Context: an optimization exercise on an open-source flow, tuned for small area. The choices shown serve that exercise and are no tape-out recipe.
RTL that was checked went through simulation tests only; none was proved equivalent to the original.
Power figures rest on the tool's default switching activity, not on a simulated workload.

Setup of job 9927:
// uart_top
module uart_top #(
  parameter clk_freq = 50000000
  )
  (
  input clk,
  input rst,
  input tx_start,
  input rx_start,
  input [7:0] tx_data,
  input [16:0] baud,
  input [3:0] length,
  input parity_type,
  input parity_en,
  input stop2,
  output tx_done,
  output rx_done,
  output tx_err,
  output rx_err,
  output [7:0] rx_out
);
==> flow/config.mk <==
export PLATFORM = sky130hd
export DESIGN_NAME = uart_top
export DESIGN_NICKNAME = uart_top
export VERILOG_FILES = /design/flow/design.v
export SDC_FILE = /design/flow/constraint.sdc
export NUM_CORES = 4
export LEC_CHECK = 0
export CAP_MARGIN = 20
export CORE_MARGIN = 2
export CORE_UTILIZATION = 40
export CTS_BUF_LIST = sky130_fd_sc_hd__clkbuf_4 sky130_fd_sc_hd__clkbuf_8
export SLEW_MARGIN = 20
==> flow/constraint.sdc <==
create_clock -name core_clock -period 20.0 [get_ports {clk}]
set_input_delay 4.0000 -clock core_clock [delete_from_list [all_inputs] [get_ports {clk}]]
set_output_delay 4.0000 -clock core_clock [all_outputs]
set_load 0.01 [all_outputs]
run.sh (not shown) runs the stock make flow with config.mk's settings and CLKGATE_MAP_FILE= SYNTH_SCRIPT=/design/flow/synth_recipe.tcl, a recipe that flattens the netlist after the stock synthesis.
Job 9927: all stages complete, timing, DRC and antenna checks passed
> inputs changed (job 9927 -> job 8259)
--- a/flow/config.mk
+++ b/flow/config.mk
@@ -9,4 +9,3 @@
 export CORE_MARGIN = 2
 export CORE_UTILIZATION = 40
-export CTS_BUF_LIST = sky130_fd_sc_hd__clkbuf_4 sky130_fd_sc_hd__clkbuf_8
 export SLEW_MARGIN = 20
==> run notes <==
Reported for job 9927 and job 8259, DRC violation total after the first TritonRoute iteration turned out identical to the last digit.
Comparing job 8259 against job 9927, there is no change at all in number of clock-tree buffers in the layout.
Diff job 9927..job 8259 | synthesized area | unchanged
From job 9927 to job 8259, sequential share of layout area did not move at all.
Input-level comparison between job 3346 and job 8259:
==> flow/flow/run.sh (new file) <==
#!/bin/bash
# Own layout flow: the standard synthesis, its combinational logic re-mapped
# for area (flip-flops kept as they are), then the standard ORFS steps with
# buf_1 port buffers and a clock tree without dummy loads.
# Every tool writes its full output to a log file of its own here.
set -euo pipefail
W=$(pwd)
R=$W/orfs/results/$FLOW_PLATFORM/uart_top/base
LIB=$FLOW_HOME/platforms/$FLOW_PLATFORM/lib/sky130_fd_sc_hd__tt_025C_1v80.lib

# 1. standard synthesis
bash standard.sh synth > $W/log_1_synth_std.log 2>&1

# 2. re-map the combinational logic for area
cp $R/1_2_yosys.v $W/synth_std.v
DU=$(grep -A40 '^export DONT_USE_CELLS' $FLOW_HOME/platforms/$FLOW_PLATFORM/config.mk | grep -o 'sky130_fd_sc_hd__[a-z0-9_]*' | tr '\n' ' ')
REMAP_IN=$W/synth_std.v REMAP_OUT=$W/synth_remap.v REMAP_LIB=$LIB \
  REMAP_ABC=$W/flow/area.abc REMAP_DONT_USE="$DU" \
  yosys -c $W/flow/remap.tcl > $W/log_2_remap.log 2>&1
cp $W/synth_remap.v $R/1_2_yosys.v
rm -f $R/1_synth.odb $R/1_synth.sdc
bash standard.sh synth > $W/log_3_synth_odb.log 2>&1

# 3. the rest of the standard flow
export BUFFER_PORTS_ARGS="-buffer_cell sky130_fd_sc_hd__buf_1"
export CTS_ARGS="-sink_clustering_enable -repair_clock_nets -dont_use_dummy_load"
bash standard.sh > $W/log_4_layout.log 2>&1
==> flow/flow/area.abc (new file) <==
strash
&get -n
&deepsyn -T 60
&put
dch
amap
topo
dnsize
==> flow/flow/remap.tcl (new file) <==
# Re-map the combinational logic of the standard synthesis netlist for area,
# keeping every flip-flop instance (its name and cell type) as it is.
# env: REMAP_IN, REMAP_OUT, REMAP_LIB, REMAP_ABC (abc script), REMAP_DONT_USE
yosys -import
set lib $::env(REMAP_LIB)
read_liberty -ignore_miss_func -ignore_miss_dir -ignore_miss_data_latch $lib
set fh [open $::env(REMAP_IN) r]
set txt [read $fh]
close $fh
# sequential cells stay as they are
set seq {}
foreach m [lsort -unique [regexp -all -inline {sky130_fd_sc_hd__(?:df|edf|sdf|sedf|dl)[a-z0-9]*_[0-9]+} $txt]] {
  lappend seq $m
  setattr -mod -set keep_hierarchy 1 $m
}
read_verilog -noautowire $::env(REMAP_IN)
hierarchy -top uart_top
flatten
opt_clean -purge
select -clear
set du {}
foreach c $::env(REMAP_DONT_USE) { lappend du -dont_use $c }
abc -script $::env(REMAP_ABC) -liberty $lib {*}$du uart_top
opt_clean -purge uart_top
setundef -zero
hilomap -singleton -hicell sky130_fd_sc_hd__conb_1 HI -locell sky130_fd_sc_hd__conb_1 LO uart_top
splitnets uart_top
opt_clean -purge uart_top
foreach m $seq { blackbox $m }
hierarchy -top uart_top
tee -o $::env(REMAP_OUT).stat stat -liberty $lib
write_verilog -noattr -nohex -nodec $::env(REMAP_OUT)
==> flow/standard.sh (new file) <==
#!/bin/bash
# synth_recipe.tcl (not shown) runs the flow's synth.tcl, then flattens the netlist and writes it again
# the make line also repeats each setting of config.mk as NAME=value (left out here)
make -C /OpenROAD-flow-scripts/flow DESIGN_CONFIG=/design/flow/config.mk WORK_HOME=/design/flow/orfs CLKGATE_MAP_FILE= SYNTH_SCRIPT=/design/flow/synth_recipe.tcl "${@:-finish}"
removed: flow/run.sh
Results
Job 3346: all stages complete, timing, DRC and antenna checks passed. Job 8259 finished all stages; the layout is clean. Job 3346 vs job 8259, sequential portion of the cell area went up by 9.8 points. Number of multi-input combinational cells in the layout (lower): job 3346. Delta (job 3346 minus job 8259): required time of the critical path level; global-route usage saw an increase. As of job 3346, placeable core region had fallen by more than 10% compared to job 8259.


== v3 ==
Another version of the RTL of uart_top (not shown whole).
==> flow/design.v (excerpt) <==
module uart_top #(
  parameter clk_freq = 50000000
  )
  (
  input clk,
  input rst,
  input tx_start,
  input rx_start,
  input [7:0] tx_data,
  input [16:0] baud,
  input [3:0] length,
  input parity_type,
  input parity_en,
  input stop2,
  output tx_done,
  output rx_done,
  output tx_err,
  output rx_err,
  output [7:0] rx_out
);
  wire tx_clk;
  wire rx_clk;
  wire tx_rx;
  clk_gen #(
    .clk_freq(clk_freq)
  ) clk_dut (
    .clk(clk),
    .rst(rst),
    .baud(baud),
    .tx_clk(tx_clk),
    .rx_clk(rx_clk)
  );
  uart_tx tx_dut (
    .clk        (clk),
    .tx_clk     (tx_clk),
    .tx_start   (tx_start),
    .rst        (rst),
    .tx_data    (tx_data),
    .length     (length),
    .parity_type(parity_type),
    .parity_en  (parity_en),
    .stop2      (stop2),
    .tx         (tx_rx),
    .tx_done    (tx_done),
    .tx_err     (tx_err)
  );
  uart_rx rx_dut(
    .clk        (clk),
    .rx_clk     (rx_clk),
    .rx_start   (rx_start),
    .rst        (rst),
    .rx_out     (rx_out),
    .length     (length),
    .parity_type(parity_type),
    .parity_en  (parity_en),
    .stop2      (stop2),
    .rx         (tx_rx),
    .rx_done    (rx_done),
    .rx_error   (rx_err)
  );
endmodule
==> flow/config.mk <==
export PLATFORM = sky130hd
export DESIGN_NAME = uart_top
export DESIGN_NICKNAME = uart_top
export VERILOG_FILES = /design/flow/design.v
export SDC_FILE = /design/flow/constraint.sdc
export NUM_CORES = 4
export LEC_CHECK = 0
export CAP_MARGIN = 20
export CORE_MARGIN = 2
export CORE_UTILIZATION = 40
export SLEW_MARGIN = 20
==> flow/constraint.sdc <==
create_clock -name core_clock -period 20.0 [get_ports {clk}]
set_input_delay 4.0000 -clock core_clock [delete_from_list [all_inputs] [get_ports {clk}]]
set_output_delay 4.0000 -clock core_clock [all_outputs]
set_load 0.01 [all_outputs]
standard.sh (not shown) runs the stock make flow with config.mk's settings and CLKGATE_MAP_FILE= SYNTH_SCRIPT=/design/flow/synth_recipe.tcl, a recipe that flattens the netlist after the stock synthesis.
==> flow/flow/run.sh <==
#!/bin/bash
# Own layout flow: the standard synthesis, its combinational logic re-mapped
# for area (flip-flops kept as they are), then the standard ORFS steps with
# buf_1 port buffers and a clock tree without dummy loads.
# Every tool writes its full output to a log file of its own here.
set -euo pipefail
W=$(pwd)
R=$W/orfs/results/$FLOW_PLATFORM/uart_top/base
LIB=$FLOW_HOME/platforms/$FLOW_PLATFORM/lib/sky130_fd_sc_hd__tt_025C_1v80.lib

# 1. standard synthesis
bash standard.sh synth > $W/log_1_synth_std.log 2>&1

# 2. re-map the combinational logic for area
cp $R/1_2_yosys.v $W/synth_std.v
DU=$(grep -A40 '^export DONT_USE_CELLS' $FLOW_HOME/platforms/$FLOW_PLATFORM/config.mk | grep -o 'sky130_fd_sc_hd__[a-z0-9_]*' | tr '\n' ' ')
REMAP_IN=$W/synth_std.v REMAP_OUT=$W/synth_remap.v REMAP_LIB=$LIB \
  REMAP_ABC=$W/flow/area.abc REMAP_DONT_USE="$DU" \
  yosys -c $W/flow/remap.tcl > $W/log_2_remap.log 2>&1
cp $W/synth_remap.v $R/1_2_yosys.v
rm -f $R/1_synth.odb $R/1_synth.sdc
bash standard.sh synth > $W/log_3_synth_odb.log 2>&1

# 3. the rest of the standard flow
export BUFFER_PORTS_ARGS="-buffer_cell sky130_fd_sc_hd__buf_1"
export CTS_ARGS="-sink_clustering_enable -repair_clock_nets -dont_use_dummy_load -buf_list sky130_fd_sc_hd__clkbuf_16 -sink_clustering_size 100 -sink_clustering_max_diameter 1000"
bash standard.sh > $W/log_4_layout.log 2>&1
Other scripts of this flow, unchanged in this note and not shown: flow/flow/area.abc, flow/flow/remap.tcl
Looking at the reports, v3 completed the entire flow and the layout it produced met the timing, design-rule and antenna checks.
Changes in v20 relative to v3:
-- flow/flow/run.sh --
<<< v3, line 24
# 3. the rest of the standard flow
export BUFFER_PORTS_ARGS="-buffer_cell sky130_fd_sc_hd__buf_1"
export CTS_ARGS="-sink_clustering_enable -repair_clock_nets -dont_use_dummy_load -buf_list sky130_fd_sc_hd__clkbuf_16 -sink_clustering_size 100 -sink_clustering_max_diameter 1000"
bash standard.sh > $W/log_4_layout.log 2>&1
>>> v20, line 24
# 3. the rest of the standard flow
export BUFFER_PORTS_ARGS="-buffer_cell sky130_fd_sc_hd__buf_1"
export CTS_ARGS="-sink_clustering_enable -repair_clock_nets -dont_use_dummy_load"
bash standard.sh > $W/log_4_layout.log 2>&1
Results
v20: done, clean on timing, DRC and antenna. Having completed the whole flow, v3 delivered a layout that passed the timing, design-rule and antenna checks. v20: total routing usage reported by global routing lower than v3. When v20 is set beside v3, its first-pass GRT wire length turns out to be about 0.5% smaller. Measured against each other, v20 and v3 differ in sequential share of layout area, the higher figure coming from v20. Where final area is concerned, v3 is outperformed by v20. Looking at shortest clock period the worst path allows after layout across v20 and v3, the one that comes out lower is v20. From v3 to v20 the numbers moved as follows: via count saw little to no change, worst setup slack saw an increase, power per standard cell area saw a decrease, peak supply drop saw a decrease, number of filler cells placed in the layout saw an increase. Diff v20 and v3: core utilization higher in v3.
No run of this note included a check of the RTL's function; only the layout flow was run.

[separate check: timing with driven ports]
The flow's constraints put no driver on any port. The routed layouts listed below were extracted and timed again, unchanged, in two steps.
Step 1 assumes that a clkbuf_16 drives the clock port and a buf_2 every other input.
Step 2 adds t to the input delays and takes it off the output delays; t is the mean of the earliest and latest rising clock arrival at the registers after step 1. Input paths then give back, and output paths get back, about the clock's delay inside the block.
Three values: ideal, step 1, step 2; two values: the first two.
| run | t (ns) | setup slack, ns | worst hold slack (ns) | worst setup path at the end | worst data-port slew with drivers (ns) |
|---|---|---|---|---|---|
| job 9927 | 0.373 | 13.434 / 13.435 / 13.062 | 0.482 / 0.482 / 0.482 | input to register | 0.04 |
| job 8259 | 0.373 | 13.434 / 13.435 / 13.062 | 0.482 / 0.482 / 0.482 | input to register | 0.04 |
| job 3346 | 0.362 | 13.709 / 13.703 / 13.341 | 0.483 / 0.483 / 0.483 | input to register | 0.04 |
| v3 | 0.354 | 13.825 / 13.841 / 13.487 | 0.481 / 0.481 / 0.481 | input to register | 0.04 |
| v20 | 0.354 | 13.835 / 13.843 / 13.489 | 0.481 / 0.481 / 0.481 | input to register | 0.04 |
After both steps setup and hold are still met in every run listed.
